From an optimization exercise on the open Yosys and OpenROAD flow, aimed at small area, a short achievable clock period and few clock cycles; shortcuts taken in it are not production practice.
RTL that was checked went through simulation tests only; none was proved equivalent to the original.
The RTL of runs 1 to 3 was laid out without a check of its function.
Power figures rest on the tool's default switching activity, not on a simulated workload.

File: design.v
`timescale 1ns / 1ps
module top_module(ans,sign,overflow,car,done,a,b,con,start,clk,rst);
    input [7:0] a;
    input [7:0] b;
    input [2:0] con;
    input start;
    input clk;
    input rst;
    output reg sign,car,overflow,done;
    output [15:0] ans;
    reg [15:0] R;       
    reg [7:0]  X;       
    reg [9:0]  Z;       
    reg [2:0]  cnt;     
    reg        c_neg;   
    reg        sa;      
    reg        mbusy, dbusy;
    assign ans = R;
    wire idle = ~mbusy & ~dbusy;
    wire is_add = (con == 3'b000);
    wire is_sub = (con == 3'b001);
    wire is_mul = (con == 3'b010);
    wire is_div = (con == 3'b011);
    wire is_and = (con == 3'b100);
    wire is_or  = (con == 3'b101);
    wire is_not = (con == 3'b110);
    wire is_xor = (con == 3'b111);
    wire arith  = is_add | is_sub;
    wire [7:0]  bx  = b ^ {8{is_sub}};
    wire [9:0]  ain = is_mul ? {{2{a[7]}}, a} : {2'b00, a};
    wire [9:0]  bin = is_mul ? {a[7], a, 1'b0} : {2'b00, bx};
    wire [9:0]  sum = ain + bin + {9'd0, is_sub};
    wire        ov  = (a[7] == bx[7]) && (sum[7] != a[7]);
    function [7:0] mthermo;
        input [7:0] x;
        integer k;
        begin
            for (k = 0; k < 8; k = k + 1)
                mthermo[k] = x[7] ? ~((&((x >> k) | (8'hff << (8 - k)))) & (|(x << (8 - k))))
                                  : |(x >> k);
        end
    endfunction
    wire [7:0] ta = mthermo(a);
    wire [7:0] tb = mthermo(b);
    wire [7:0] u  = ta & ~tb;
    wire       qzero = |(tb & ~ta);
    wire       bzero = (b == 8'd0);
    wire [7:1] ge;
    genvar g;
    generate
        for (g = 1; g < 8; g = g + 1) begin : run
            assign ge[g] = |(u & (u >> (g - 1)));
        end
    endgenerate
    wire [2:0] sh;
    assign sh[2] = ge[4];
    assign sh[1] = (ge[2] & ~ge[4]) | ge[6];
    assign sh[0] = (ge[1] & ~ge[2]) | (ge[3] & ~ge[4]) | (ge[5] & ~ge[6]) | ge[7];
    wire [8:0] d1  = sh[2] ? {b[4:0], 4'd0} : {b[7], b};
    wire [8:0] d2  = sh[1] ? {d1[6:0], 2'd0} : d1;
    wire [8:0] dal = sh[0] ? {d2[7:0], 1'b0} : d2;
    wire       dsign = a[7] ^ b[7];    
    wire [7:0] dz_lo = a[7] ? ((a == 8'h80) ? 8'h02 : 8'h01) : 8'hff;
    wire [9:0] a1  = {{2{a[7]}}, a};
    wire [9:0] a2  = {a[7], a, 1'b0};
    wire [9:0] m0  = b[1] ? (b[0] ? sum : a2) : (b[0] ? a1 : 10'd0);
    wire [7:0] cap_lo = ({8{arith}}  & sum[7:0])
                      | ({8{is_and}} & (a & b))
                      | ({8{is_or}}  & (a | b))
                      | ({8{is_not}} & ~b)
                      | ({8{is_xor}} & (a ^ b))
                      | ({8{is_mul}} & {m0[1:0], b[7:2]})
                      | ({8{is_div & bzero}} & dz_lo);
    wire [7:0] cap_hi = ({8{is_div}} & a) | ({8{is_mul}} & m0[9:2]);
    wire       cap_sign = is_div ? (bzero & ~a[7]) : cap_lo[7];
    function [9:0] booth;
        input [7:0] m;
        input [2:0] d;
        reg one, two;
        begin
            one = d[1] ^ d[0];
            two = (d[2] & ~d[1] & ~d[0]) | (~d[2] & d[1] & d[0]);
            booth = (({10{one}} & {{2{m[7]}}, m}) | ({10{two}} & {m[7], m, 1'b0}))
                  ^ {10{d[2]}};
        end
    endfunction
    wire [9:0] p    = {{2{R[15]}}, R[15:8]};
    wire [9:0] y    = p + Z + {9'd0, c_neg};
    wire       yz   = c_neg ? (&(p ^ Z)) : ((p ^ Z) == {p[8:0] | Z[8:0], 1'b0});
    wire       qb   = sa ? (y[9] | yz) : ~y[9];
    reg  [7:0] qm1;
    reg        nz;
    integer    i;
    always @* begin
        nz = 1'b0;
        for (i = 0; i < 8; i = i + 1) begin
            qm1[i] = R[i] ^ ~nz;
            nz = nz | R[i];
        end
    end
    wire [7:0] qn   = qb ? {(c_neg ? R[6:0] : qm1[6:0]), 1'b1} : {R[6:0], 1'b0};
    wire [7:0] rn   = qb ? y[7:0] : R[15:8];
    wire [7:0] xn   = idle ? a : X;
    wire [2:0] dn   = idle ? {b[3:2], 1'b0} : R[3:1];
    wire [9:0] zmul = booth(xn, dn);
    wire [15:0] mulv = {y, R[7:2]};
    wire [15:0] divv = {rn, qn};
    wire        last = (cnt == 3'd0);
    always @(posedge clk) begin
        R <= ({16{mbusy}} & mulv) | ({16{dbusy}} & divv) | ({16{idle}} & {cap_hi, cap_lo});
        sign <= (mbusy & y[9]) | (dbusy & qn[7]) | (idle & cap_sign);
        car <= idle & arith & sum[8];
        overflow <= idle & arith & ov;
        cnt <= idle ? (is_mul ? 3'd2 : sh[2:0]) : cnt - 3'd1;
        X <= xn;
        if (dbusy) begin
            Z <= {Z[9], Z[9:1]};
        end else if (mbusy | is_mul) begin
            Z <= zmul;
            c_neg <= dn[2];
        end else begin
            Z <= {dal[8], dal} ^ {10{~dsign}};
            c_neg <= ~dsign;
        end
        if (idle)
            sa <= a[7];
        done <= ~rst & ((idle & start & ~is_mul & ~(is_div & ~bzero & ~qzero))
                        | (~idle & last));
        if (rst) begin
            mbusy <= 1'b0;
            dbusy <= 1'b0;
        end else if (idle) begin
            mbusy <= start & is_mul;
            dbusy <= start & is_div & ~bzero & ~qzero;
        end else if (last) begin
            mbusy <= 1'b0;
            dbusy <= 1'b0;
        end
    end
endmodule
File: flow/run.sh
#!/bin/bash
# Standard layout, with fast input/output buffers and sizing not tied to the cell footprint.
set -euo pipefail
bash standard.sh MATCH_CELL_FOOTPRINT=0 "BUFFER_PORTS_ARGS=-buffer_cell sky130_fd_sc_hd__buf_2" finish > standard_flow.log 2>&1
File: standard.sh
#!/bin/bash
# synth_recipe.tcl (not shown) runs the flow's synth.tcl, then flattens the netlist and writes it again
# the make line also repeats each setting of config.mk as NAME=value (left out here)
make -C /OpenROAD-flow-scripts/flow DESIGN_CONFIG=/design/flow/config.mk WORK_HOME=/design/flow/orfs CLKGATE_MAP_FILE= SYNTH_SCRIPT=/design/flow/synth_recipe.tcl "${@:-finish}"
File: config.mk
export PLATFORM = sky130hd
export DESIGN_NAME = top_module
export DESIGN_NICKNAME = top_module
export VERILOG_FILES = /design/flow/design.v
export SDC_FILE = /design/flow/constraint.sdc
export NUM_CORES = 4
export LEC_CHECK = 0
export ABC_CLOCK_PERIOD_IN_PS = 3000
export CAP_MARGIN = 20
export CORE_MARGIN = 2
export CORE_UTILIZATION = 50
export PLACE_DENSITY = 0.65
export SETUP_SLACK_MARGIN = 0.8
export SLEW_MARGIN = 20
File: constraint.sdc
create_clock -name core_clock -period 5.0 [get_ports {clk}]
set_input_delay 1.0000 -clock core_clock [delete_from_list [all_inputs] [get_ports {clk}]]
set_output_delay 1.0000 -clock core_clock [all_outputs]
set_load 0.01 [all_outputs]
==> summary.txt, run 1 <==
CTS tree yes; worst clock skew 0.0114 ns; largest net degree at the start of global routing 29; critical path endpoint category register; Mapped Cells 669; met1 Use GR 39.3%; Final Routed Wirelength 15600 µm; Pins Over Slew Limit 0; hold_buf cts 0; Setup Total Neg Slack 0 ns; routed vias 5125; crit path launch a[5]; critical path endpoint Z[1]; Longest Clk Path Bufs 2; Remaining DRCs 0; GR Util met2 46.4%; Initial DRC Count 389; HPWL Detailed 11900 µm; Pwr Density 279 nW/µm²; I/O pin count 42; number of placement rows 37; Setup-failing EPs final 0; RR Startpoint c_neg; n_diodes 0; Syn Area/Cell 7.82 µm²; CTS Root Cell clkbuf_8; critical path required time 5.21 ns; Post-layout nets 757; run status complete, no violations; r2r endpoint R[3]; DP Worst Slack 0.646 ns; worst min path class register to register; final worst-path setup slack 1.05 ns; share of cells above drive strength 1 13.1%; wire length per cell 19.0 µm; first-pass GRT wire length 25700 µm; arrival time worst endpoint 4.16 ns; cell area after synthesis 5230 µm²; # resized after CTS 0; initial antenna violation count 0; max cap viols 0; R2R depth 11; r2r setup slk 1.33 ns; Tot Pwr 1560 µW; CTS buffer count 5; Seq/Total Area, Yosys 17.8%; Yosys reg bits 45; Layout area overhead 6.77%; Detailed Routing Iterations Pass 1 5; WS Path Type input port to register; Post-synth EDFFs 3; Syn Nets 742; final hold violations 0; unrepaired setup endpoints after global routing yes; Vias per Instance 6.24; Yosys Warn Count 1; Worst Tran Pin Value 0.772 ns; Final Core Density 54.6%; H-Tree Depth 2; fin crit share 79.1%; die area 11300 µm²; Core ar. 10200 µm²; grt met3 use 3.80%; achievable frequency 253 MHz; Worst Path Max Fanout 12; Main synth FF type dfxtp_1; clock latency on the worst-skew pair 0.31 ns; worst rel slew slack 47.5%; Overall Global Routing Usage 28.7%; CP Launch Type input port; static leakage 0.00254 µW; post-route cell area 5590 µm²; Placed Area 5440 µm²; IO Port Bufs 41; peak supply drop 173 µV; count of cell types in the netlist 77; Initial Util 51.1%; GPL Wtd Cong 1.02; CTS sink cnt 45; remaining antenna violation count 0; vias in the first global route 4918; busiest grt layer met2; post-route minimum period 3.95 ns; die height 106 µm; Setup Buffers After CTS 0; clock-pin slew of the registers on the worst-case setup and hold paths 0.09 ns; total congestion overflow 0; Die X 106 µm; fraction of registers with async set/reset 0%
-- Yosys cell counts (all sizes together), types with 3 or more instances --
cell type / instances / area share, %
nand3: 16 / 1.5
o21ai: 50 / 4.8
dfxtp: 42 / 16
a31oi: 3 / 0.36
a221oi: 8 / 1.6
mux2i: 41 / 7.8
inv: 69 / 5.0
nor4: 6 / 1.1
nor2b: 7 / 0.84
a21oi: 38 / 3.6
o21a: 3 / 0.43
o22ai: 11 / 1.3
a21o: 5 / 0.72
buf: 24 / 3.0
or3: 7 / 0.84
ha: 47 / 11
clkbuf: 16 / 1.1
nand2: 50 / 3.6
edfxtp: 3 / 1.7
nand3b: 3 / 0.43
nand4: 8 / 0.96
a211oi: 9 / 1.3
xnor2: 34 / 5.7
a222oi: 5 / 0.96
and3: 6 / 0.72
fa: 4 / 1.5
nor3: 13 / 1.9
mux2: 4 / 0.86
xor2: 13 / 2.2
mux4: 4 / 1.7
a22oi: 9 / 1.3
a221o: 4 / 0.77
nor4b: 3 / 0.74
nor2: 51 / 3.8
o221ai: 6 / 1.0
and2: 4 / 0.50
a32oi: 5 / 0.84
or4: 4 / 0.65
-- cell type report --
class	instances	area (µm²)
repair buffers	48	263
well taps	136	170
clock inverters	2	37.5
fillers	993	4650
multi-input cells	514	3840
clock buffers	6	82.6
inverters	70	263
flip-flops and latches	45	931
-- where the power goes --
part,switching [µW],internal [µW],leakage [µW]
combinational,473,332,0.00210
clock,128,163,0.0000574
sequential,45.4,419,0.000382
-- cells in the final DEF, fill, tap and decap left out, types with 13 or more instances in the layout --
cell type / instances
dfxtp_1: 42
mux2i_1: 40
xor2_1: 13
nand2_1: 49
buf_2: 39
inv_1: 67
o21ai_0: 47
xnor2_1: 34
nand3_1: 16
nor2_1: 49
a21oi_1: 38
ha_1: 47
-- how the worst min path moves through the flow --
stage	startpoint	endpoint	slack (ns)	depth (start not counted)
floorplan	cnt[0]	cnt[0]	0.43	1
finish	cnt[0]	cnt[0]	0.48	1
global placement	X[6]	X[6]	0.46	2
detailed placement	cnt[0]	cnt[0]	0.46	1
CTS	cnt[0]	cnt[0]	0.48	1
global route	cnt[0]	cnt[0]	0.52	1
-- state kept, by name, indices dropped and copies added (netlist names) --
name and flops:
sign 1, Z 10, R 16, X 8, mbusy 1, done 1
dbusy 1, car 1, overflow 1, sa 1, cnt 3, c_neg 1
-- layer usage --
layer / vias up / part of all wire (%)
li1: 2434 / -
met1: 2410 / 44
met2: 231 / 45
met3: 50 / 7.6
met4: 0 / 3.7
met5: - / 0
-- metrics by stage --
| stage | instances | hold WS [ns] |
|---|---|---|
| final | 821 | 0.476 |
| after global routing | 821 | 0.521 |
| after CTS | 821 | 0.477 |
| after detailed placement | 813 | 0.456 |
| after global placement | 813 | 0.463 |
| after floorplan | 669 | 0.434 |
-- cells by family after synthesis --
group | after synthesis | share of synthesized area (%)
and+or+nand+nor | 187 | 18.8
AOI/OAI and AO/OA | 179 | 23.0
buffers and inverters | 110 | 9.16
adders and majority gates | 52 | 13.0
muxes | 49 | 10.4
xor gates and xnor gates | 47 | 7.87
DFF | 45 | 17.8
-- worst max-delay path: stages --
cell	delay, ns
buf_2	0.33
or3_1	0.31
a22oi_1	0.22
a31oi_1	0.39
a22oi_1	0.19
a221o_1	0.33
a221oi_2	0.37
and2_1	0.41
mux2i_1	0.27
mux2i_1	0.10
a221oi_1	0.22
==> inputs of run 2 (changes only) <==
--- a/design.v
+++ b/design.v
@@ -10,2 +10,28 @@
     output [15:0] ans;
+    function [10:0] add10;
+        input [9:0] x;
+        input [9:0] y;
+        input       ci;
+        reg   [9:0] g, p, gg, pp, gn, pn;
+        integer k, l;
+        begin
+            g = x & y;
+            p = x ^ y;
+            g[0] = g[0] | (p[0] & ci);
+            gg = g;
+            pp = p;
+            for (l = 1; l < 16; l = l * 2) begin
+                gn = gg;
+                pn = pp;
+                for (k = 0; k < 10; k = k + 1)
+                    if ((k / l) % 2 == 1) begin
+                        gn[k] = gg[k] | (pp[k] & gg[(k / l) * l - 1]);
+                        pn[k] = pp[k] & pp[(k / l) * l - 1];
+                    end
+                gg = gn;
+                pp = pn;
+            end
+            add10 = {gg[9], p ^ {gg[8:0], ci}};
+        end
+    endfunction
     reg [15:0] R;       
@@ -31,3 +57,4 @@
     wire [9:0]  bin = is_mul ? {a[7], a, 1'b0} : {2'b00, bx};
-    wire [9:0]  sum = ain + bin + {9'd0, is_sub};
+    wire [10:0] sumc = add10(ain, bin, is_sub);
+    wire [9:0]  sum = sumc[9:0];
     wire        ov  = (a[7] == bx[7]) && (sum[7] != a[7]);
@@ -58,6 +85,8 @@
     assign sh[0] = (ge[1] & ~ge[2]) | (ge[3] & ~ge[4]) | (ge[5] & ~ge[6]) | ge[7];
-    wire [8:0] d1  = sh[2] ? {b[4:0], 4'd0} : {b[7], b};
-    wire [8:0] d2  = sh[1] ? {d1[6:0], 2'd0} : d1;
-    wire [8:0] dal = sh[0] ? {d2[7:0], 1'b0} : d2;
     wire       dsign = a[7] ^ b[7];    
+    wire       dfill = ~dsign;
+    wire [7:0] bq  = b ^ {8{dfill}};
+    wire [8:0] d1  = sh[2] ? {bq[4:0], {4{dfill}}} : {bq[7], bq};
+    wire [8:0] d2  = sh[1] ? {d1[6:0], {2{dfill}}} : d1;
+    wire [8:0] dal = sh[0] ? {d2[7:0], dfill} : d2;
     wire [7:0] dz_lo = a[7] ? ((a == 8'h80) ? 8'h02 : 8'h01) : 8'hff;
@@ -87,3 +116,4 @@
     wire [9:0] p    = {{2{R[15]}}, R[15:8]};
-    wire [9:0] y    = p + Z + {9'd0, c_neg};
+    wire [10:0] yc  = add10(p, Z, c_neg);
+    wire [9:0] y    = yc[9:0];
     wire       yz   = c_neg ? (&(p ^ Z)) : ((p ^ Z) == {p[8:0] | Z[8:0], 1'b0});
@@ -121,3 +151,3 @@
         end else begin
-            Z <= {dal[8], dal} ^ {10{~dsign}};
+            Z <= {dal[8], dal};
             c_neg <= ~dsign;
--- a/config.mk
+++ b/config.mk
@@ -7,3 +7,3 @@
 export LEC_CHECK = 0
-export ABC_CLOCK_PERIOD_IN_PS = 3000
+export ABC_CLOCK_PERIOD_IN_PS = 2500
 export CAP_MARGIN = 20
==> summary.txt, run 2 <==
WHS 0.471 ns; Largest register FFs 16; Setup Total Neg Slack 0 ns; Mapped Cells 631; Core ar. 9820 µm²; worst clock skew 0.00865 ns; worst rel slew slack 43.4%; die height 105 µm; Longest Clk Path Bufs 2; die area 11000 µm²; Final Routed Wirelength 14900 µm; final worst-path setup slack 0.993 ns; CTS Root Cell clkbuf_8; Placed Area 5330 µm²; CTS buffer count 5; Pwr Density 262 nW/µm²; arrival time worst endpoint 4.17 ns; initial antenna violation count 0; clock-pin slew of the registers on the worst-case setup and hold paths 0.08 ns; synth top area cells dfxtp_1 17%, ha_1 11%, mux2i_1 5.9%; Yosys reg bits 45; achievable frequency 250 MHz; commonest non-fill, non-tap cell in the layout inv_1; Syn Nets 706; I/O pin count 42; Detailed Routing Iterations Pass 1 5; crit path launch b[0]; Layout area overhead 7.99%; critical path required time 5.17 ns; Seq/Total Area, Yosys 18.3%; Synth top area share 16.5%; run status complete, no violations; hold_buf cts 0; static leakage 0.00235 µW; Initial Util 51.9%; total congestion overflow 0; peak supply drop 122 µV; Syn Area/Cell 8.07 µm²; Post-layout nets 728; cell area after synthesis 5090 µm²; post-route minimum period 4.01 ns; HPWL Detailed 11300 µm; remaining antenna violation count 0; WS Path Type input port to register; worst min path class register to register; Regs by FF count R: 16 flops, Z: 10 flops, X: 8 flops; Biggest register R; CTS tree yes; critical path endpoint category register; RR Startpoint c_neg; IO Port Bufs 41; Final Core Density 56.0%; post-route cell area 5500 µm²; routed vias 4765; Die X 105 µm; Remaining DRCs 0; vias in the first global route 4552; Main synth FF type dfxtp_1; Commonest cells post-synth 73 x inv_1, 47 x nand2_1, 46 x nor2_1; clock latency on the worst-skew pair 0.31 ns; r2r setup slk 1.05 ns; Post-synth EDFFs 3; Yosys Warn Count 1; number of placement rows 36; final hold violations 0; leading area contributor after synthesis dfxtp_1; Worst Path Max Fanout 17; share of cells above drive strength 1 15.7%; Vias per Instance 6.05; fin crit share 80.1%; Overall Global Routing Usage 27.4%; critical path endpoint Z[6]; H-Tree Depth 2; CTS sink cnt 45; Setup-failing EPs final 0; first-pass GRT wire length 24100 µm; CP Launch Type input port; n_diodes 0; R2R depth 21; commonest cells after routing, fill and taps aside 72 x inv_1, 47 x nand2_1, 46 x nor2_1, 44 x ha_1, 42 x dfxtp_1; r2r endpoint sign; count of cell types in the netlist 79; unrepaired setup endpoints after global routing no; wire length per cell 19.0 µm; Pins Over Slew Limit 0; fraction of registers with async set/reset 0%; DP Worst Slack 0.410 ns; Initial DRC Count 302; max cap viols 0; GPL Wtd Cong 0.929; Worst Tran Pin Value 0.841 ns; most frequent cell after synthesis inv_1; largest net degree at the start of global routing 28
## run 2: cell types whose count changed after synthesis, moves of 4 or more
cell,change
buf_4,-5
xnor2_1,-6
nor3_1,+4
inv_1,+6
and3_1,-4
fa_1,+5
o211ai_1,+6
mux2i_1,-11
xor2_1,+7
nor4_1,+4
o21ai_0,-18
clkbuf_1,+7
## run 2: per-layer routing
layer,global-route usage (%),up-vias,routed length (µm)
met4,7.05,0,251
met3,2.99,19,1050
met2,46.2,186,7180
met5,0,-,0
li1,-,2275,-
met1,37.4,2285,6460
## run 2: how the worst min path moves through the flow
stage                     slack (ns)     end  cells after the start   start
after detailed placement        0.45  cnt[0]                      1  cnt[0]
after global placement          0.45  cnt[0]                      1  cnt[0]
final                           0.47  cnt[0]                      1  cnt[0]
after global routing            0.49  cnt[0]                      1  cnt[0]
after CTS                       0.47  cnt[0]                      1  cnt[0]
after floorplan                 0.43  cnt[0]                      1  cnt[0]
## run 2: repair_timing
action / in CTS / in global routing
setup endpoints to repair: 4 / 13
resized for setup: 1 / 9
setup buffers: 0 / 5
pin swaps: 0 / 4
## run 2: kinds of logic (layout without fill, tap and decap cells)
logic type | Yosys count | count (layout) | share of synthesized area (%)
fa+ha+maj | 53 | 53 | 14.3
buf+inv | 115 | 138 | 9.63
xor+xnor | 48 | 48 | 8.26
compound gates | 158 | 158 | 22.5
simple gates | 172 | 172 | 17.0
flops | 45 | 45 | 18.3
mux | 40 | 40 | 9.95
## run 2: critical path, stage by stage
cell and delay, ns:
buf_2 0.22, or4_1 0.64, nor4_1 0.36, a21oi_1 0.26, nor2_1 0.24, o221ai_4 0.23
nor2b_1 0.23, a221o_1 0.39, mux2i_1 0.21, mux2i_1 0.27, o311ai_1 0.13
## run 2: final cells by class
class,count,area (µm²)
clock inverter,1,5.00
timing repair buffer,55,313
multi-input combinational,471,3720
fill,977,4320
clock buffer,7,76.3
tap,133,166
inverter,75,285
sequential,45,931
## run 2: per-stage QoR
stage          cells  total power (µW)
3_3_place_gp     774              1190
5_1_grt          787              1540
2_1_floorplan    631               999
4_1_cts          782              1420
6_report         787              1440
3_5_place_dp     774              1200
## run 2: report_power, final
group	leakage [µW]	internal, µW	total (µW)	switching (µW)
Clock	0.0000422	98.3	224	126
Combinational	0.00192	310	748	438
Sequential	0.000382	418	468	50.4
Total	0.00235	826	1440	614
==> inputs of run 3 (changes only) <==
--- a/config.mk
+++ b/config.mk
@@ -12,3 +12,3 @@
 export PLACE_DENSITY = 0.65
-export SETUP_SLACK_MARGIN = 0.8
+export SETUP_SLACK_MARGIN = 1.1
 export SLEW_MARGIN = 20
==> summary.txt, run 3 <==
total congestion overflow 0; peak supply drop 129 µV; post-route minimum period 3.82 ns; clock-pin slew of the registers on the worst-case setup and hold paths 0.09 ns; Syn Area/Cell 8.07 µm²; Adder-Cell Fraction of Synth Area 14.3%; WS Path Type register to register; min-delay src cnt[0]; commonest cells after routing, fill and taps aside 69 x inv_1, 46 x nand2_1, 44 x nor2_1, 44 x ha_1, 42 x dfxtp_1; post-route cell area 5740 µm²; most frequent cell after synthesis inv_1; Synth top area share 16.5%; worst min path class register to register; Initial DRC Count 338; Compound-Gate Fraction of Synth Area 22.5%; largest family of logic cells by synthesized area compound AO/OA/AOI/OAI gates; Setup Total Neg Slack 0 ns; GPL Wtd Cong 0.900; Regs by FF count R: 16 flops, Z: 10 flops, X: 8 flops; leading area contributor after synthesis dfxtp_1; Worst Hold Path Cells 1; H-Tree Depth 2; routed vias 4812; Final Routed Wirelength 15300 µm; Longest Clk Path Bufs 2; Placed Area 5350 µm²; n_diodes 0; r2r endpoint R[1]; hold_buf cts 0; CTS buffer count 5; HPWL Detailed 11300 µm; Pwr Density 267 nW/µm²; Overall Global Routing Usage 27.3%; Initial Util 51.9%; Core ar. 9820 µm²; CP Launch Type register; wire length per cell 19.1 µm; DP Worst Slack 0.664 ns; post-synthesis simple-gate area fraction 17.0%; Die X 105 µm; Remaining DRCs 0; worst rel slew slack 40.0%; Pins Over Slew Limit 0; Worst Path Max Fanout 5; Syn Nets 706; number of placement rows 36; die area 11000 µm²; CTS sink cnt 45; remaining antenna violation count 0; worst clock skew 0.0116 ns; commonest non-fill, non-tap cell in the layout inv_1; XOR/XNOR Fraction of Synth Area 8.26%; achievable frequency 262 MHz; static leakage 0.00245 µW; first-pass GRT wire length 23900 µm; Yosys reg bits 45; run status complete, no violations; final hold violations 0; critical path endpoint category register; vias in the first global route 4585; Yosys Warn Count 1; post-synthesis mux area share 9.95%; Setup-failing EPs final 0; CTS Root Cell clkbuf_8; RR Startpoint c_neg; Vias per Instance 6.00; clock latency on the worst-skew pair 0.32 ns; Worst Tran Pin Value 0.892 ns; CTS tree yes; IO Port Bufs 41; r2r setup slk 1.18 ns; Post-synth EDFFs 3; synth top area cells dfxtp_1 17%, ha_1 11%, mux2i_1 5.9%; largest net degree at the start of global routing 28; share of cells above drive strength 1 21.2%; arrival time worst endpoint 4.00 ns; die height 105 µm; critical path required time 5.18 ns; Biggest register R; Layout area overhead 12.7%; R2R depth 21; fin crit share 76.5%; max cap viols 0; cell area after synthesis 5090 µm²; final worst-path setup slack 1.18 ns; fraction of registers with async set/reset 0%; Commonest cells post-synth 73 x inv_1, 47 x nand2_1, 46 x nor2_1; unrepaired setup endpoints after global routing yes; Seq/Total Area, Yosys 18.3%; I/O pin count 42; Post-layout nets 743; Detailed Routing Iterations Pass 1 5; count of cell types in the netlist 79; Mapped Cells 631; worst hold endpoint cnt[0]; Largest register FFs 16; initial antenna violation count 0; Main synth FF type dfxtp_1
-- run 3: cell counts after synthesis --
Identical to the previous run, type by type.
-- run 3: metal layers --
layer  share of wire, %  global-route usage [%]
met3                7.0                    2.87
met2                 48                    44.0
met5                  0                       0
met4                2.7                    11.1
met1                 42                    37.2
-- run 3: kinds of logic after synthesis --
kind of cell	Yosys count
fa+ha+maj	53
simple gates	172
compound gates	158
flops	45
xor+xnor	48
mux	40
buf+inv	115
-- run 3: repair_timing --
item                                    4_1_cts  5_1_grt
gates resized for setup                       7       35
buffers inserted                              4       16
pin swaps                                     2       19
endpoints found under the setup margin        8       17
-- run 3: worst max path at each step --
stage	cells past startpoint	endpoint	slack (ns)	from
2_1_floorplan	16	overflow	1.10	con[2]
3_3_place_gp	16	R[7]	0.74	con[0]
3_5_place_dp	16	R[7]	0.66	con[0]
4_1_cts	20	R[7]	1.11	c_neg
5_1_grt	21	R[7]	1.01	c_neg
6_report	21	R[1]	1.18	c_neg
-- run 3: stage by stage --
step	cells	hold WS [ns]	util (%)	power, µW
2_1_floorplan	631	0.434	-	1010
3_3_place_gp	774	0.454	54.5	1190
3_5_place_dp	774	0.454	54.5	1210
4_1_cts	786	0.467	55.9	1450
5_1_grt	802	0.492	58.5	1640
6_report	802	0.470	58.5	1530
-- run 3: critical path: stages (launching register included) --
cell,delay [ns]
edfxtp_1,0.47
fa_2,0.39
inv_2,0.07
fa_2,0.19
inv_2,0.04
a21o_1,0.17
a21o_1,0.18
a21oi_2,0.12
o21bai_1,0.11
and2_4,0.15
o21a_1,0.20
nor2_2,0.13
fa_2,0.26
inv_2,0.07
o21ai_2,0.20
o32ai_4,0.13
nor2b_4,0.17
buf_6,0.12
buf_4,0.13
buf_4,0.12
xnor2_1,0.16
o221ai_1,0.13
-- run 3: layout make-up --
cell class	instances	area, µm²
clock buffers	5	68.8
clock inverters	3	16.3
fillers	973	4080
inverters	75	285
multi-input cells	471	3830
flip-flops and latches	45	931
well taps	133	166
repair buffers	70	447
-- run 3: power breakdown --
part           switching [µW]  internal (µW)  total, µW
clock                     137           97.1        234
combinational             470            364        834
sequential               48.6            418        466
==> inputs of run 4 (changes only) <==
--- a/design.v
+++ b/design.v
@@ -8,3 +8,4 @@
     input rst;
-    output reg sign,car,overflow,done;
+    output sign;
+    output reg car,overflow,done;
     output [15:0] ans;
@@ -43,3 +44,5 @@
     reg        mbusy, dbusy;
+    reg        mflag;   
     assign ans = R;
+    assign sign = mflag ? R[15] : R[7];
     wire idle = ~mbusy & ~dbusy;
@@ -103,3 +106,2 @@
     wire [7:0] cap_hi = ({8{is_div}} & a) | ({8{is_mul}} & m0[9:2]);
-    wire       cap_sign = is_div ? (bzero & ~a[7]) : cap_lo[7];
     function [9:0] booth;
@@ -140,3 +142,4 @@
         R <= ({16{mbusy}} & mulv) | ({16{dbusy}} & divv) | ({16{idle}} & {cap_hi, cap_lo});
-        sign <= (mbusy & y[9]) | (dbusy & qn[7]) | (idle & cap_sign);
+        if (idle)
+            mflag <= is_mul;
         car <= idle & arith & sum[8];
==> summary.txt, run 4 <==
commonest cells after routing, fill and taps aside 66 x inv_1, 59 x nand2_1, 56 x nor2_1, 44 x ha_1, 40 x dfxtp_1; sequential fraction of design power 31.7%; share of cells above drive strength 1 17.4%; fraction of registers with async set/reset 0%; die height 105 µm; power share of the combinational group 52.2%; Syn Area/Cell 7.87 µm²; total congestion overflow 0; Internal 872 µW; run status complete, no violations; arrival time worst endpoint 4.06 ns; Setup-failing EPs final 0; Initial DRC Count 556; Post-synth EDFFs 4; Final Routed Wirelength 15500 µm; Synth top area share 16.1%; Layout area overhead 9.52%; Die X 105 µm; placed insts 789; Pins Over Slew Limit 0; I/O pin count 42; critical path endpoint category register; CTS sink cnt 45; most frequent cell after synthesis inv_1; largest net degree at the start of global routing 23; critical path endpoint Z[1]; Syn Nets 723; worst rel slew slack 45.5%; Overall Global Routing Usage 28.1%; HPWL Detailed 11500 µm; CTS tree yes; RR Startpoint c_neg; unrepaired setup endpoints after global routing yes; commonest non-fill, non-tap cell in the layout inv_1; Worst Path Max Fanout 11; Biggest register R; CTS buffer count 5; final hold violations 0; Yosys reg bits 45; IO Port Bufs 41; Seq/Total Area, Yosys 18.5%; hold_buf cts 0; Final Non-Filler Cells 807; routed vias 4935; static leakage 0.00246 µW; worst clock skew 0.00921 ns; Main synth FF type dfxtp_1; leading area contributor after synthesis dfxtp_1; count of cell types in the netlist 70; Vias per Instance 6.12; most used cell, CP nand2_1; Post-layout nets 748; cell area after synthesis 5100 µm²; max cap viols 0; CTS Root Cell clkbuf_8; clock latency on the worst-skew pair 0.32 ns; Longest Clk Path Bufs 2; Largest register FFs 16; crit path max-delay cell type nor4_4; Initial Util 51.9%; post-route cell area 5580 µm²; Setup Total Neg Slack 0 ns; critical path required time 5.26 ns; Mapped Cells 648; Final Core Density 56.9%; Yosys Warn Count 1; Placed Area 5330 µm²; crit-path cells buf_2, nor4_4, nand4_1, a21oi_2, nand2_1, and2_1, a222oi_1, o221a_2, mux2i_1, mux2_1, nand2_1; synth top area cells dfxtp_1 16%, ha_1 11%, mux2i_1 5.3%; crit path launch a[1]; Detailed Routing Iterations Pass 1 5; number of placement rows 36; WHS 0.496 ns; clock-pin slew of the registers on the worst-case setup and hold paths 0.09 ns; achievable frequency 264 MHz; n_diodes 0; Core ar. 9820 µm²; R2R depth 21; fin crit share 75.8%; post-route minimum period 3.79 ns; first-pass GRT wire length 24500 µm; vias in the first global route 4604; peak supply drop 114 µV; wire length per cell 19.2 µm; initial antenna violation count 0; CP peak stage delay 0.48 ns; GPL Wtd Cong 0.924; remaining antenna violation count 0; WS Path Type input port to register; Switching Share 42.8%; Pwr Density 273 nW/µm²; r2r endpoint R[5]; part of the power in the clock network 16.1%; r2r setup slk 1.23 ns; CP Launch Type input port; die area 11000 µm²; Net Sw Power 651 µW; Commonest cells post-synth 70 x inv_1, 60 x nand2_1, 59 x nor2_1; Remaining DRCs 0; H-Tree Depth 2; Worst Tran Pin Value 0.814 ns; Regs by FF count R: 16 flops, Z: 10 flops, X: 8 flops; worst min path class register to register
==> run 4: layer usage <==
metal / global-route usage, % / vias to the layer above / part of all wire, %
met1: 37.1 / 2334 / 43
li1: - / 2341 / -
met5: 0 / - / 0
met3: 3.62 / 23 / 7.6
met2: 46.3 / 237 / 48
met4: 11.3 / 0 / 2.1
==> run 4: worst max-delay path, delay by kind of cell <==
family / cells / cell delay (ns)
simple gates: 5 / 1.16
compound gates: 3 / 1.06
mux: 2 / 0.61
buf+inv: 1 / 0.22
==> run 4: cell families (layout without fill, tap and decap cells) <==
family / after synthesis / count (layout) / synth area share (%)
XOR/XNOR: 50 / 50 / 8.59
adder cells (fa/ha/maj): 53 / 53 / 14.3
buffers and inverters: 113 / 139 / 9.55
AO/OA/AOI/OAI: 166 / 166 / 22.4
flip-flops: 45 / 45 / 18.5
AND/OR/NAND/NOR: 184 / 184 / 17.6
multiplexers: 37 / 37 / 9.06
==> run 4: final cells by class <==
cell class	instances	area (µm²)
Multi-Input combinational cell	490	3740
Timing Repair inverter	1	5.00
Sequential cell	45	942
Fill cell	956	4240
Clock buffer	7	86.3
Inverter	71	275
Clock inverter	1	6.26
Timing Repair Buffer	59	360
Tap cell	133	166
==> run 4: how the worst min path moves through the flow <==
stage / cells past startpoint / slack, ns / from / to
5_1_grt: 2 / 0.53 / X[5] / X[5]
2_1_floorplan: 2 / 0.45 / X[7] / X[7]
3_5_place_dp: 2 / 0.48 / X[0] / X[0]
3_3_place_gp: 2 / 0.47 / X[0] / X[0]
4_1_cts: 2 / 0.50 / X[0] / X[0]
6_report: 2 / 0.50 / X[0] / X[0]
==> run 4: what timing repair did <==
item,4_1_cts,5_1_grt
endpoints found under the setup margin,8,23
resized for setup,6,29
gates cloned,0,1
setup buffers,0,9
endpoints found under the hold margin,0,0
pin swaps,0,12
==> run 4: stage by stage <==
step	total power [µW]	worst slack (ns)
2_1_floorplan	1020	1.11
3_3_place_gp	1210	0.740
3_5_place_dp	1220	0.668
4_1_cts	1470	1.10
5_1_grt	1630	0.994
6_report	1520	1.21
==> run 4: power by group through the flow <==
stage | clock, µW | sequential (µW) | combinational [µW]
5_1_grt | 260 | 491 | 876
6_report | 245 | 483 | 795
3_3_place_gp | 0 | 487 | 723
2_1_floorplan | 0 | 473 | 543
4_1_cts | 253 | 481 | 738
3_5_place_dp | 0 | 489 | 730
Testbench counts of run 4, summed over its fixed seeds: cycles 4,866.
==> inputs of run 5 (changes only) <==
==> flow/run.sh (replaced) <==
#!/bin/bash
# Standard layout, with fast input/output buffers, sizing not tied to the cell
# footprint, and adders left to ABC (no full/half-adder cell extraction).
set -euo pipefail
bash standard.sh MATCH_CELL_FOOTPRINT=0 "BUFFER_PORTS_ARGS=-buffer_cell sky130_fd_sc_hd__buf_2" ADDER_MAP_FILE= finish > standard_flow.log 2>&1
--- a/config.mk
+++ b/config.mk
@@ -12,3 +12,3 @@
 export PLACE_DENSITY = 0.65
-export SETUP_SLACK_MARGIN = 1.1
+export SETUP_SLACK_MARGIN = 1.4
 export SLEW_MARGIN = 20
==> summary.txt, run 5 <==
Pwr Density 269 nW/µm²; synth top area cells dfxtp_1 15%, xnor2_1 7.3%, xor2_1 4.6%; max cap viols 0; hold_buf cts 0; Layout area overhead 7.47%; Setup-failing EPs final 0; n_diodes 0; r2r setup slk 1.48 ns; Synth top area share 15.3%; CTS tree yes; R2R depth 9; HPWL Detailed 12500 µm; Worst Path Max Fanout 18; commonest non-fill, non-tap cell in the layout nand2_1; worst clock skew 0.00629 ns; Main synth FF type dfxtp_1; Worst Tran Pin Value 1.03 ns; leading area contributor after synthesis dfxtp_1; die height 108 µm; worst hold endpoint X[6]; Seq/Total Area, Yosys 17.5%; Initial DRC Count 525; Largest register FFs 16; WS Path Type input port to register; remaining antenna violation count 0; sequential fraction of design power 33.8%; initial antenna violation count 0; Commonest cells post-synth 64 x nand2_1, 54 x nor2_1, 45 x xnor2_1; Pins Over Slew Limit 0; GPL Wtd Cong 1.02; routed vias 5827; arrival time worst endpoint 3.85 ns; CP Launch Type input port; CTS buffer count 5; Final Core Density 55.7%; Overall Global Routing Usage 30.8%; part of the power in the clock network 16.1%; Syn Area/Cell 7.57 µm²; r2r endpoint Z[7]; Mapped Cells 710; RR Startpoint mbusy; unrepaired setup endpoints after global routing yes; I/O pin count 42; power share of the combinational group 50.2%; worst rel slew slack 31.0%; total congestion overflow 0; Biggest register R; Die X 108 µm; final hold violations 0; Final Routed Wirelength 17900 µm; largest net degree at the start of global routing 27; Vias per Instance 6.92; Core ar. 10400 µm²; Yosys Warn Count 1; Switching Share 45.7%; IO Port Bufs 41; critical path required time 5.22 ns; Net Sw Power 710 µW; Post-layout nets 727; run status complete, no violations; die area 11600 µm²; min-delay src X[6]; Yosys reg bits 45; Initial Util 51.8%; number of placement rows 37; first-pass GRT wire length 28100 µm; most frequent cell after synthesis nand2_1; count of cell types in the netlist 99; Remaining DRCs 0; Syn Nets 732; CTS Root Cell clkbuf_8; wire length per cell 21.3 µm; post-route minimum period 3.63 ns; CTS sink cnt 45; fin crit share 72.7%; Post-synth EDFFs 4; commonest cells after routing, fill and taps aside 63 x nand2_1, 52 x nor2_1, 44 x xnor2_1, 41 x dfxtp_1, 37 x o21ai_0; vias in the first global route 5384; Internal 844 µW; Fillers 1006; Setup Total Neg Slack 0 ns; critical path endpoint category register; Longest Clk Path Bufs 2; clock latency on the worst-skew pair 0.32 ns; clock-pin slew of the registers on the worst-case setup and hold paths 0.10 ns; static leakage 0.00212 µW; peak supply drop 215 µV; worst min path class register to register; H-Tree Depth 2; fraction of registers with async set/reset 0%; Regs by FF count R: 16 flops, Z: 10 flops, X: 8 flops; achievable frequency 275 MHz; Detailed Routing Iterations Pass 1 5; share of cells above drive strength 1 19.4%; cell area after synthesis 5380 µm²; Worst Hold Path Cells 2; Tot Pwr 1550 µW
==> run 5: area by class of cell <==
type	count	area (µm²)	share of cell area [%]
clock buffer	5	68.8	1.19
clock inverter	3	21.3	0.368
inverter	26	97.6	1.69
multi-input combinational	573	4160	72.0
sequential	45	941	16.3
tap	136	170	2.94
timing repair buffer	54	318	5.50
==> run 5: per-stage QoR <==
| stage | cell area, µm² | setup WS [ns] | instances | hold WS, ns |
|---|---|---|---|---|
| final | 5780 | 1.37 | 842 | 0.498 |
| after global routing | 5780 | 1.24 | 842 | 0.543 |
| after CTS | 5570 | 1.37 | 836 | 0.494 |
| after detailed placement | 5440 | 0.683 | 828 | 0.471 |
| after global placement | 5440 | 0.744 | 828 | 0.466 |
| after floorplan | 5380 | 1.42 | 710 | 0.449 |
==> run 5: logic make-up (layout without fill, tap and decap cells) <==
kind of cell / after synthesis / after routing / synth area share (%)
compound gates: 238 / 238 / 32.9
xor+xnor: 74 / 74 / 12.2
fa+ha+maj: 6 / 6 / 1.14
buf+inv: 92 / 88 / 8.68
flops: 45 / 45 / 17.5
mux: 23 / 23 / 4.42
simple gates: 232 / 232 / 23.2
==> run 5: metal layers <==
metal | vias to the layer above | routed length (µm) | global-route usage (%) | part of all wire, %
met3 | 63 | 1800 | 4.84 | 10
met5 | - | 0 | 0 | 0
li1 | 2674 | - | - | -
met1 | 2724 | 7370 | 41.1 | 41
met2 | 366 | 8150 | 50.3 | 46
met4 | 0 | 588 | 11.0 | 3.3
==> run 5: worst max path at each step <==
stage / from / end / slack (ns) / cells past startpoint
floorplan: a[1] / Z[2] / 1.42 / 12
global placement: con[0] / R[7] / 0.74 / 11
detailed placement: con[0] / R[7] / 0.68 / 11
CTS: con[0] / R[7] / 1.37 / 11
global route: a[1] / Z[2] / 1.24 / 10
finish: a[1] / Z[2] / 1.37 / 10
==> run 5: repair_timing <==
item,CTS,global route
resized for setup,14,34
setup endpoints to repair,17,17
buffers inserted,0,6
pin swaps,0,4
==> run 5: critical path, stage by stage <==
cell and delay (ns):
buf_2 0.23, or4_4 0.65, nor4b_4 0.38, nand2_2 0.18, o221a_2 0.40, a21oi_1 0.24, o22ai_2 0.17, or2_4 0.30
o211ai_1 0.21, a2bb2oi_1 0.09
==> run 5: power by group through the flow <==
stage / registers (µW) / clock network [µW] / logic (µW)
2_1_floorplan: 468 / 0 / 653
3_3_place_gp: 529 / 0 / 730
3_5_place_dp: 532 / 0 / 742
4_1_cts: 523 / 252 / 752
5_1_grt: 536 / 266 / 852
6_report: 525 / 250 / 780
==> inputs of run 6 (changes only) <==
--- a/config.mk
+++ b/config.mk
@@ -10,5 +10,5 @@
 export CORE_MARGIN = 2
-export CORE_UTILIZATION = 50
-export PLACE_DENSITY = 0.65
-export SETUP_SLACK_MARGIN = 1.4
+export CORE_UTILIZATION = 65
+export PLACE_DENSITY = 0.75
+export SETUP_SLACK_MARGIN = 1.1
 export SLEW_MARGIN = 20
==> summary.txt, run 6 <==
top routing layer used met4; Largest register FFs 16; Yosys Warn Count 1; Post-layout nets 722; r2r endpoint R[7]; CTS sink cnt 45; Detailed Routing Iterations Pass 1 8; arrival time worst endpoint 4.00 ns; Pwr Density 285 nW/µm²; critical path required time 5.22 ns; wire length per cell 21.2 µm; fin crit share 75.5%; worst min path class register to register; met2 WL 7860 µm; Syn Area/Cell 7.57 µm²; Regs by FF count R: 16 flops, Z: 10 flops, X: 8 flops; WS Path Type input port to register; Biggest register R; synth top area cells dfxtp_1 15%, xnor2_1 7.3%, xor2_1 4.6%; Overall Global Routing Usage 38.3%; Worst Tran Pin Value 0.959 ns; Setup-failing EPs final 0; Main synth FF type dfxtp_1; clock-pin slew of the registers on the worst-case setup and hold paths 0.10 ns; Mapped Cells 710; vias in the first global route 5180; HPWL Detailed 12300 µm; Seq/Total Area, Yosys 17.5%; R2R depth 9; leading area contributor after synthesis dfxtp_1; Initial Util 66.1%; cell area after synthesis 5380 µm²; CTS buffer count 5; Tot Pwr 1580 µW; commonest cells after routing, fill and taps aside 64 x nand2_1, 54 x nor2_1, 45 x xnor2_1, 41 x dfxtp_1, 40 x buf_2; crit path max-delay cell type or4_1; count of cell types in the netlist 99; Switching Share 44.0%; number of placement rows 33; Worst Hold Path Cells 2; max cap viols 0; die area 9010 µm²; sequential fraction of design power 33.4%; first-pass GRT wire length 26800 µm; Longest Clk Path Bufs 2; total congestion overflow 0; largest net degree at the start of global routing 26; crit-path cells buf_2, or4_1, nor3_1, o221ai_1, o21ai_1, a211o_1, o22ai_1, nor2_2, nor3_1, o41ai_2; Setup Buffers After CTS 0; CTS tree yes; I/O pin count 42; Initial DRC Count 734; Syn Nets 732; most frequent cell after synthesis nand2_1; worst hold endpoint X[2]; most used cell, CP nor3_1; Yosys reg bits 45; Worst Path Max Fanout 15; worst clock skew 0.00596 ns; CTS Root Cell clkbuf_8; Net Sw Power 695 µW; run status complete, no violations; n_diodes 0; final hold violations 0; Synth top area share 15.3%; share of cells above drive strength 1 15.4%; Vias per Instance 7.17; Pins Over Slew Limit 0; achievable frequency 265 MHz; clock latency on the worst-skew pair 0.31 ns; worst rel slew slack 35.6%; GPL Wtd Cong 0.973; Commonest cells post-synth 64 x nand2_1, 54 x nor2_1, 45 x xnor2_1; Layout area overhead 3.21%; remaining antenna violation count 0; Core ar. 8130 µm²; H-Tree Depth 2; fraction of registers with async set/reset 0%; unrepaired setup endpoints after global routing yes; critical path endpoint category register; die height 94.9 µm; Die X 94.9 µm; CP Launch Type input port; static leakage 0.00207 µW; hold_buf cts 0; Setup Total Neg Slack 0 ns; # resized after CTS 1; r2r setup slk 1.57 ns; min-delay src X[2]; Remaining DRCs 0; RR Startpoint Z[4]; initial antenna violation count 0; power share of the combinational group 48.2%; Post-synth EDFFs 4; peak supply drop 219 µV; part of the power in the clock network 18.4%; post-route minimum period 3.77 ns; Final Routed Wirelength 17100 µm; Internal 885 µW; met3 routed WL 1670 µm; commonest non-fill, non-tap cell in the layout nand2_1; CP peak stage delay 0.66 ns; M1 wire length 7030 µm; IO Port Bufs 41; WHS 0.500 ns; routed vias 5775
==> run 6: worst max-delay path: cells and delay by family <==
kind	cells	cell delay (ns)
buffers and inverters	1	0.21
AO/OA/AOI/OAI	5	1.48
AND/OR/NAND/NOR	4	1.31
==> run 6: layout make-up <==
type / instances / area (µm²)
fillers: 733 / 2580
well taps: 105 / 131
flip-flops and latches: 45 / 941
multi-input cells: 573 / 4000
repair buffers: 49 / 268
inverters: 26 / 97.6
clock inverters: 3 / 43.8
clock buffers: 5 / 68.8
==> run 6: stage by stage <==
stage	util [%]	setup slack, ns	std cells	area, µm²
after detailed placement	66.4	0.709	798	5400
after floorplan	-	1.42	710	5380
after global placement	66.4	0.820	798	5400
after CTS	67.9	1.19	806	5520
final	68.2	1.23	806	5550
after global routing	68.2	1.06	806	5550
==> run 6: routing by layer <==
| metal | up-vias | global-route usage (%) |
|---|---|---|
| met2 | 336 | 60.5 |
| met5 | - | 0 |
| met1 | 2721 | 50.6 |
| li1 | 2665 | - |
| met3 | 53 | 6.15 |
| met4 | 0 | 18.8 |
==> run 6: how the worst max path moves through the flow <==
stage                     startpoint  endpoint
after floorplan                 a[1]      Z[2]
after global placement        con[0]     R[11]
after detailed placement      con[0]     R[11]
after CTS                       a[7]      Z[5]
after global routing            a[7]      Z[7]
final                           b[4]      Z[1]
==> run 6: kinds of logic (layout without fill, tap and decap cells) <==
family                     Yosys count  after routing  synth area share, %
AOI/OAI and AO/OA                  238            238                 32.9
and+or+nand+nor                    232            232                 23.2
buffers and inverters               92             83                 8.68
xor gates and xnor gates            74             74                 12.2
DFF                                 45             45                 17.5
muxes                               23             23                 4.42
adders and majority gates            6              6                 1.14
==> run 6: power by group through the flow <==
| stage | clock network (µW) | registers, µW | logic (µW) |
|---|---|---|---|
| floorplan | 0 | 468 | 653 |
| global placement | 0 | 527 | 726 |
| detailed placement | 0 | 532 | 737 |
| CTS | 289 | 523 | 744 |
| global route | 303 | 534 | 826 |
| finish | 291 | 528 | 761 |
==> inputs of run 7 (changes only) <==
--- a/config.mk
+++ b/config.mk
@@ -10,4 +10,4 @@
 export CORE_MARGIN = 2
-export CORE_UTILIZATION = 65
-export PLACE_DENSITY = 0.75
+export CORE_UTILIZATION = 50
+export PLACE_DENSITY = 0.65
 export SETUP_SLACK_MARGIN = 1.1
==> summary.txt, run 7 <==
run status complete, no violations; Post-layout nets 721; max cap viols 0; synth top area cells dfxtp_1 15%, xnor2_1 7.3%, xor2_1 4.6%; Biggest register R; Worst Path Max Fanout 18; Reg area 941 µm²; commonest cells after routing, fill and taps aside 64 x nand2_1, 53 x nor2_1, 45 x xnor2_1, 41 x dfxtp_1, 40 x buf_2; die area 11600 µm²; final hold violations 0; wire length per cell 21.1 µm; area of the multi-input gates 4000 µm²; Regs by FF count R: 16 flops, Z: 10 flops, X: 8 flops; achievable frequency 268 MHz; Largest register FFs 16; critical path required time 5.22 ns; worst min path class register to register; share of cells above drive strength 1 15.4%; critical path endpoint category register; WHS 0.500 ns; Die X 108 µm; Syn Nets 732; Pwr Density 276 nW/µm²; GPL Wtd Cong 1.02; CTS tree yes; HPWL Detailed 12500 µm; Vias per Instance 6.84; Syn Area/Cell 7.57 µm²; routed vias 5722; Post-synth EDFFs 4; Yosys Warn Count 1; Commonest cells post-synth 64 x nand2_1, 54 x nor2_1, 45 x xnor2_1; CTS buffer count 5; Longest Clk Path Bufs 2; first-pass GRT wire length 28100 µm; final worst-path setup slack 1.27 ns; CP peak stage delay 0.73 ns; largest net degree at the start of global routing 27; H-Tree Depth 2; Initial Util 51.8%; hold_buf cts 0; post-route cell area 5560 µm²; fraction of registers with async set/reset 0%; number of placement rows 37; IO Port Bufs 41; Initial DRC Count 538; initial antenna violation count 0; fin crit share 74.5%; static leakage 0.00206 µW; cell area after synthesis 5380 µm²; Setup-failing EPs final 0; CP top delay family simple AND/OR/NAND/NOR gates; Core ar. 10400 µm²; worst rel slew slack 37.7%; clock latency on the worst-skew pair 0.32 ns; crit-path cells buf_2, or4_1, nor4b_4, nand2_1, o221a_2, a21oi_1, o22ai_1, or2_1, o211ai_1, a2bb2oi_1; leading area contributor after synthesis dfxtp_1; Placed Area 5440 µm²; Overall Global Routing Usage 30.8%; Detailed Routing Iterations Pass 1 6; remaining antenna violation count 0; Synth top area share 15.3%; Setup Total Neg Slack 0 ns; Fillers 1033; Mapped Cells 710; n_diodes 0; clock-pin slew of the registers on the worst-case setup and hold paths 0.09 ns; I/O pin count 42; total congestion overflow 0; most frequent cell after synthesis nand2_1; busiest grt layer met2; worst clock skew 0.00525 ns; post-route minimum period 3.73 ns; vias in the first global route 5339; commonest non-fill, non-tap cell in the layout nand2_1; Pins Over Slew Limit 0; unrepaired setup endpoints after global routing no; CP Launch Type input port; Seq/Total Area, Yosys 17.5%; CTS sink cnt 45; Tot Pwr 1530 µW; Main synth FF type dfxtp_1; CTS Root Cell clkbuf_8; arrival time worst endpoint 3.95 ns; peak supply drop 211 µV; Layout area overhead 3.44%; crit path max-delay cell type or4_1; met1 Use GR 41.2%; count of cell types in the netlist 99; Yosys reg bits 45; WS Path Type input port to register; DP Worst Slack 0.683 ns; GR Util met2 50.2%; die height 108 µm; grt met3 use 4.54%; Worst Tran Pin Value 0.927 ns; Bufs and invs on worst path 1; Final Routed Wirelength 17600 µm; Remaining DRCs 0
[run 7: cell counts after synthesis]
No cell type changed its count.
[run 7: path summary, 6_finish.rpt]
check	from	endpoint	slack, ns	cells after the start
max	a[1]	Z[2]	1.27	10
min	X[3]	X[3]	0.50	2
min reg2reg	X[3]	X[3]	0.50	2
max reg2reg	mbusy	Z[7]	1.49	9
[run 7: report_power, final]
part / total [µW] / internal (µW) / switching (µW)
registers: 526 / 417 / 109
logic: 759 / 316 / 443
clock network: 248 / 99.5 / 149
[run 7: timing repair]
action,in CTS,in global routing
endpoints found under the setup margin,3,15
buffers inserted,0,0
gates resized for setup,1,9
pin swaps,0,1
[run 7: cell families (layout without fill, tap and decap cells)]
kind of cell / count (synthesis) / in the layout / synth area share [%]
simple gates: 232 / 232 / 23.2
xor+xnor: 74 / 74 / 12.2
compound gates: 238 / 238 / 32.9
buf+inv: 92 / 82 / 8.68
flops: 45 / 45 / 17.5
fa+ha+maj: 6 / 6 / 1.14
mux: 23 / 23 / 4.42
[run 7: area by class of cell]
| type | count | share of cell area, % |
|---|---|---|
| clock buffer | 5 | 1.24 |
| clock inverter | 3 | 0.382 |
| inverter | 26 | 1.75 |
| multi-input combinational | 573 | 72.0 |
| sequential | 45 | 16.9 |
| tap | 136 | 3.06 |
| timing repair buffer | 48 | 4.68 |
[run 7: worst reg2reg max path, stage by stage, from the launching register on]
cell      delay [ns]
dfxtp_1         0.90
or2_2           0.24
buf_4           0.34
inv_1           0.37
a21oi_2         0.56
o22ai_1         0.16
xnor2_1         0.17
a221o_1         0.36
a211oi_2        0.20
a22oi_1         0.10
[run 7: stage by stage]
step | cells | utilization (%)
2_1_floorplan | 710 | -
3_3_place_gp | 828 | 52.4
3_5_place_dp | 828 | 52.4
4_1_cts | 836 | 53.3
5_1_grt | 836 | 53.6
6_report | 836 | 53.6
[run 7: metal layers]
layer  vias to the layer above  wire length (µm)
met5                         -                 0
met1                      2715              7420
li1                       2654                 -
met3                        47              1520
met4                         0               553
met2                       306              8110
==> inputs of run 8 (changes only) <==
--- a/config.mk
+++ b/config.mk
@@ -7,3 +7,3 @@
 export LEC_CHECK = 0
-export ABC_CLOCK_PERIOD_IN_PS = 2500
+export ABC_CLOCK_PERIOD_IN_PS = 2000
 export CAP_MARGIN = 20
==> summary.txt, run 8 <==
run status complete, no violations; Pwr Density 276 nW/µm²; Syn Nets 732; synth top area cells dfxtp_1 15%, xnor2_1 7.3%, xor2_1 4.6%; commonest non-fill, non-tap cell in the layout nand2_1; Longest Clk Path Bufs 2; Placed Area 5440 µm²; I/O pin count 42; Worst Hold Path Cells 2; die area 11600 µm²; worst clock skew 0.00525 ns; fin crit share 74.5%; critical path required time 5.22 ns; Setup-failing EPs final 0; Die X 108 µm; wire length per cell 21.1 µm; Overall Global Routing Usage 30.8%; Mapped Cells 710; Worst Path Max Fanout 18; Remaining DRCs 0; first-pass GRT wire length 28100 µm; Seq/Total Area, Yosys 17.5%; Setup Total Neg Slack 0 ns; arrival time worst endpoint 3.95 ns; GPL Wtd Cong 1.02; static leakage 0.00206 µW; Final Core Density 53.6%; routed vias 5722; CTS buffer count 5; Initial DRC Count 538; Layout area overhead 3.44%; Regs by FF count R: 16 flops, Z: 10 flops, X: 8 flops; count of cell types in the netlist 99; vias in the first global route 5339; worst hold endpoint X[3]; CTS sink cnt 45; unrepaired setup endpoints after global routing no; max cap viols 0; Core ar. 10400 µm²; fraction of registers with async set/reset 0%; worst rel slew slack 37.7%; HPWL Detailed 12500 µm; met3 routed WL 1520 µm; total congestion overflow 0; Reg area 941 µm²; CP Launch Type input port; clock latency on the worst-skew pair 0.32 ns; clock-pin slew of the registers on the worst-case setup and hold paths 0.09 ns; post-route minimum period 3.73 ns; RR Startpoint mbusy; min-delay src X[3]; initial antenna violation count 0; Yosys Warn Count 1; Biggest register R; critical path endpoint category register; worst min path class register to register; Post-synth EDFFs 4; r2r setup slk 1.49 ns; n_diodes 0; Synth top area share 15.3%; leading area contributor after synthesis dfxtp_1; Setup Buffers After CTS 0; Largest register FFs 16; Main synth FF type dfxtp_1; Fillers 1033; final hold violations 0; Commonest cells post-synth 64 x nand2_1, 54 x nor2_1, 45 x xnor2_1; top routing layer used met4; Final Routed Wirelength 17600 µm; achievable frequency 268 MHz; Initial Util 51.8%; cell area after synthesis 5380 µm²; share of cells above drive strength 1 15.4%; CTS tree yes; peak supply drop 211 µV; largest net degree at the start of global routing 27; Yosys reg bits 45; post-route cell area 5560 µm²; Pins Over Slew Limit 0; commonest cells after routing, fill and taps aside 64 x nand2_1, 53 x nor2_1, 45 x xnor2_1, 41 x dfxtp_1, 40 x buf_2; Worst Tran Pin Value 0.927 ns; H-Tree Depth 2; R2R depth 9; M1 wire length 7420 µm; number of placement rows 37; Vias per Instance 6.84; Post-layout nets 721; WS Path Type input port to register; hold_buf cts 0; met2 WL 8110 µm; die height 108 µm; most frequent cell after synthesis nand2_1; Syn Area/Cell 7.57 µm²; r2r endpoint Z[7]; CTS Root Cell clkbuf_8; Detailed Routing Iterations Pass 1 6; remaining antenna violation count 0; IO Port Bufs 41; area of the multi-input gates 4000 µm²
## run 8: cell counts in the layout (fill, tap and decap cells not counted)
No cell type changed its count.
## run 8: metal layers
layer  up-vias  global-route usage, %
met3        47                   4.54
met2       306                   50.2
li1       2654                      -
met1      2715                   41.2
met4         0                   10.9
met5         -                      0
## run 8: logic make-up after synthesis
group | count (synthesis) | share of synthesized area (%)
AOI/OAI and AO/OA | 238 | 32.9
muxes | 23 | 4.42
and+or+nand+nor | 232 | 23.2
DFF | 45 | 17.5
xor gates and xnor gates | 74 | 12.2
adders and majority gates | 6 | 1.14
buffers and inverters | 92 | 8.68
## run 8: stage by stage
stage	setup WS [ns]	hold slack, ns	total power (µW)	cells
finish	1.27	0.500	1530	836
global route	1.11	0.543	1630	836
CTS	1.17	0.494	1520	836
detailed placement	0.683	0.471	1270	828
global placement	0.744	0.466	1260	828
floorplan	1.42	0.449	1120	710
## run 8: critical path, cell delays in order
cell and delay [ns]:
buf_2 0.23, or4_1 0.73, nor4b_4 0.36, nand2_1 0.20, o221a_2 0.40, a21oi_1 0.20, o22ai_1 0.16, or2_1 0.36
o211ai_1 0.23, a2bb2oi_1 0.08
## run 8: worst max-delay path by stage
| stage | start | endpoint | slack (ns) | cells after the start |
|---|---|---|---|---|
| 6_report | a[1] | Z[2] | 1.27 | 10 |
| 5_1_grt | a[7] | Z[5] | 1.11 | 10 |
| 4_1_cts | a[7] | Z[5] | 1.17 | 10 |
| 3_5_place_dp | con[0] | R[7] | 0.68 | 11 |
| 3_3_place_gp | con[0] | R[7] | 0.74 | 11 |
| 2_1_floorplan | a[1] | Z[2] | 1.42 | 12 |
## run 8: area by class of cell
type	instances	share of cell area, %
clock inverter	3	0.382
tap	136	3.06
inverter	26	1.75
sequential	45	16.9
multi-input combinational	573	72.0
timing repair buffer	48	4.68
clock buffer	5	1.24
## run 8: timing repair
item / in CTS / in global routing
setup endpoints to repair: 3 / 15
pin swaps: 0 / 1
resized for setup: 1 / 9
## run 8: where the power goes
group          internal, µW  switching (µW)
Clock                  99.5             149
Sequential              417             109
Combinational           316             443
==> inputs of run 9 (changes only) <==
--- a/config.mk
+++ b/config.mk
@@ -7,3 +7,3 @@
 export LEC_CHECK = 0
-export ABC_CLOCK_PERIOD_IN_PS = 2000
+export ABC_CLOCK_PERIOD_IN_PS = 4000
 export CAP_MARGIN = 20
==> summary.txt, run 9 <==
run status complete, no violations; fin crit share 74.5%; critical path endpoint category register; most frequent cell after synthesis nand2_1; synth top area cells dfxtp_1 15%, xnor2_1 7.3%, xor2_1 4.6%; Setup-failing EPs final 0; Die X 108 µm; Overall Global Routing Usage 30.8%; n_diodes 0; Worst Tran Pin Value 0.927 ns; die height 108 µm; die area 11600 µm²; leading area contributor after synthesis dfxtp_1; Initial DRC Count 538; wire length per cell 21.1 µm; count of cell types in the netlist 99; DP Worst Slack 0.683 ns; unrepaired setup endpoints after global routing no; Yosys Warn Count 1; Yosys reg bits 45; Worst Path Max Fanout 18; Longest Clk Path Bufs 2; CTS sink cnt 45; GPL Wtd Cong 1.02; static leakage 0.00206 µW; Largest register FFs 16; max cap viols 0; HPWL Detailed 12500 µm; Synth top area share 15.3%; worst clock skew 0.00525 ns; final worst-path setup slack 1.27 ns; post-route cell area 5560 µm²; hold_buf cts 0; arrival time worst endpoint 3.95 ns; Setup Buffers After CTS 0; placed insts 828; Pwr Density 276 nW/µm²; share of cells above drive strength 1 15.4%; fraction of registers with async set/reset 0%; Vias per Instance 6.84; IO Port Bufs 41; CTS tree yes; Biggest register R; Remaining DRCs 0; clock latency on the worst-skew pair 0.32 ns; Syn Area/Cell 7.57 µm²; Layout area overhead 3.44%; final hold violations 0; largest net degree at the start of global routing 27; Post-synth EDFFs 4; worst rel slew slack 37.7%; CTS Root Cell clkbuf_8; remaining antenna violation count 0; Post-layout nets 721; total congestion overflow 0; Final Routed Wirelength 17600 µm; I/O pin count 42; post-route minimum period 3.73 ns; Core ar. 10400 µm²; Commonest cells post-synth 64 x nand2_1, 54 x nor2_1, 45 x xnor2_1; Regs by FF count R: 16 flops, Z: 10 flops, X: 8 flops; commonest non-fill, non-tap cell in the layout nand2_1; CTS buffer count 5; achievable frequency 268 MHz; Setup Total Neg Slack 0 ns; initial antenna violation count 0; peak supply drop 211 µV; routed vias 5722; Mapped Cells 710; Syn Nets 732; H-Tree Depth 2; Seq/Total Area, Yosys 17.5%; cell area after synthesis 5380 µm²; clock-pin slew of the registers on the worst-case setup and hold paths 0.09 ns; Placed Area 5440 µm²; commonest cells after routing, fill and taps aside 64 x nand2_1, 53 x nor2_1, 45 x xnor2_1, 41 x dfxtp_1, 40 x buf_2; Initial Util 51.8%; Main synth FF type dfxtp_1; WS Path Type input port to register; CP Launch Type input port; first-pass GRT wire length 28100 µm; critical path required time 5.22 ns; Pins Over Slew Limit 0; vias in the first global route 5339; Detailed Routing Iterations Pass 1 6; worst min path class register to register; Final Non-Filler Cells 836; number of placement rows 37
run 9: cell counts in the layout (fill, tap and decap cells not counted):
Identical to the previous run, type by type.
run 9: final timing paths:
path | startpoint | endpoint | depth (start not counted) | slack (ns)
setup / recovery | a[1] | Z[2] | 10 | 1.27
hold / removal | X[3] | X[3] | 2 | 0.50
setup reg to reg | mbusy | Z[7] | 9 | 1.49
hold reg to reg | X[3] | X[3] | 2 | 0.50
run 9: repair_timing:
item / in CTS / in global routing
hold endpoints to repair: 0 / 0
resized for setup: 1 / 9
endpoints found under the setup margin: 3 / 15
pin swaps: 0 / 1
run 9: cell families after synthesis:
group	after synthesis	synth area share, %
adders and majority gates	6	1.14
AOI/OAI and AO/OA	238	32.9
buffers and inverters	92	8.68
DFF	45	17.5
muxes	23	4.42
xor gates and xnor gates	74	12.2
and+or+nand+nor	232	23.2
run 9: critical path, stage by stage:
cell	delay, ns
buf_2	0.23
or4_1	0.73
nor4b_4	0.36
nand2_1	0.20
o221a_2	0.40
a21oi_1	0.20
o22ai_1	0.16
or2_1	0.36
o211ai_1	0.23
a2bb2oi_1	0.08
run 9: layout make-up:
class,count,area (µm²)
timing repair buffer,48,260
clock buffer,5,68.8
multi-input combinational,573,4000
fill,1033,4810
sequential,45,941
clock inverter,3,21.3
inverter,26,97.6
tap,136,170
run 9: power by group:
part	total, µW	switching (µW)	internal [µW]
combinational	759	443	316
clock	248	149	99.5
sequential	526	109	417
run 9: metrics by stage:
step	utilization [%]	hold slack (ns)	total power, µW
after global routing	53.6	0.543	1630
after floorplan	-	0.449	1120
after detailed placement	52.4	0.471	1270
after global placement	52.4	0.466	1260
after CTS	53.3	0.494	1520
final	53.6	0.500	1530
run 9: routing by layer:
metal | track usage, % | share of wire, % | up-vias
met3 | 4.54 | 8.6 | 47
met5 | 0 | 0 | -
met1 | 41.2 | 42 | 2715
li1 | - | - | 2654
met4 | 10.9 | 3.1 | 0
met2 | 50.2 | 46 | 306

-- afterwards: timing with drivers on the ports --
Ports are ideal in the flow. The routed layouts listed here were re-timed in OpenROAD. Step 1 assumes that a clkbuf_16 drives the clock port and a buf_2 every other input. Step 2 moves the port delays by t, midway between the first and last clock arrival at a register: inputs arrive t later, outputs are due t later. That takes back most of the time a late clock gives input paths. Slacks: no drivers / after step 1 / after step 2; pairs: no drivers / after step 1.
run	t, ns	setup WS [ns]	latest minus earliest clock arrival (ns)	slew at the worst register clock pin (ns)	worst data-port slew with drivers (ns)
run 1	0.329	1.045 / 1.052 / 0.723	0.012 / 0.012	0.09 / 0.09	0.03
run 2	0.336	0.993 / 1.005 / 0.669	0.009 / 0.008	0.09 / 0.09	0.03
run 3	0.347	1.176 / 1.176 / 0.898	0.012 / 0.012	0.09 / 0.09	0.05
run 4	0.343	1.209 / 1.220 / 0.877	0.009 / 0.009	0.09 / 0.09	0.04
run 5	0.354	1.367 / 1.381 / 1.026	0.006 / 0.007	0.10 / 0.10	0.04
run 6	0.339	1.227 / 1.239 / 0.900	0.006 / 0.006	0.10 / 0.10	0.03
run 7	0.357	1.273 / 1.287 / 0.930	0.005 / 0.006	0.10 / 0.10	0.04
run 8	0.357	1.273 / 1.287 / 0.930	0.005 / 0.006	0.10 / 0.10	0.04
run 9	0.357	1.273 / 1.287 / 0.930	0.005 / 0.006	0.10 / 0.10	0.04
After both steps every run listed still meets setup and hold.
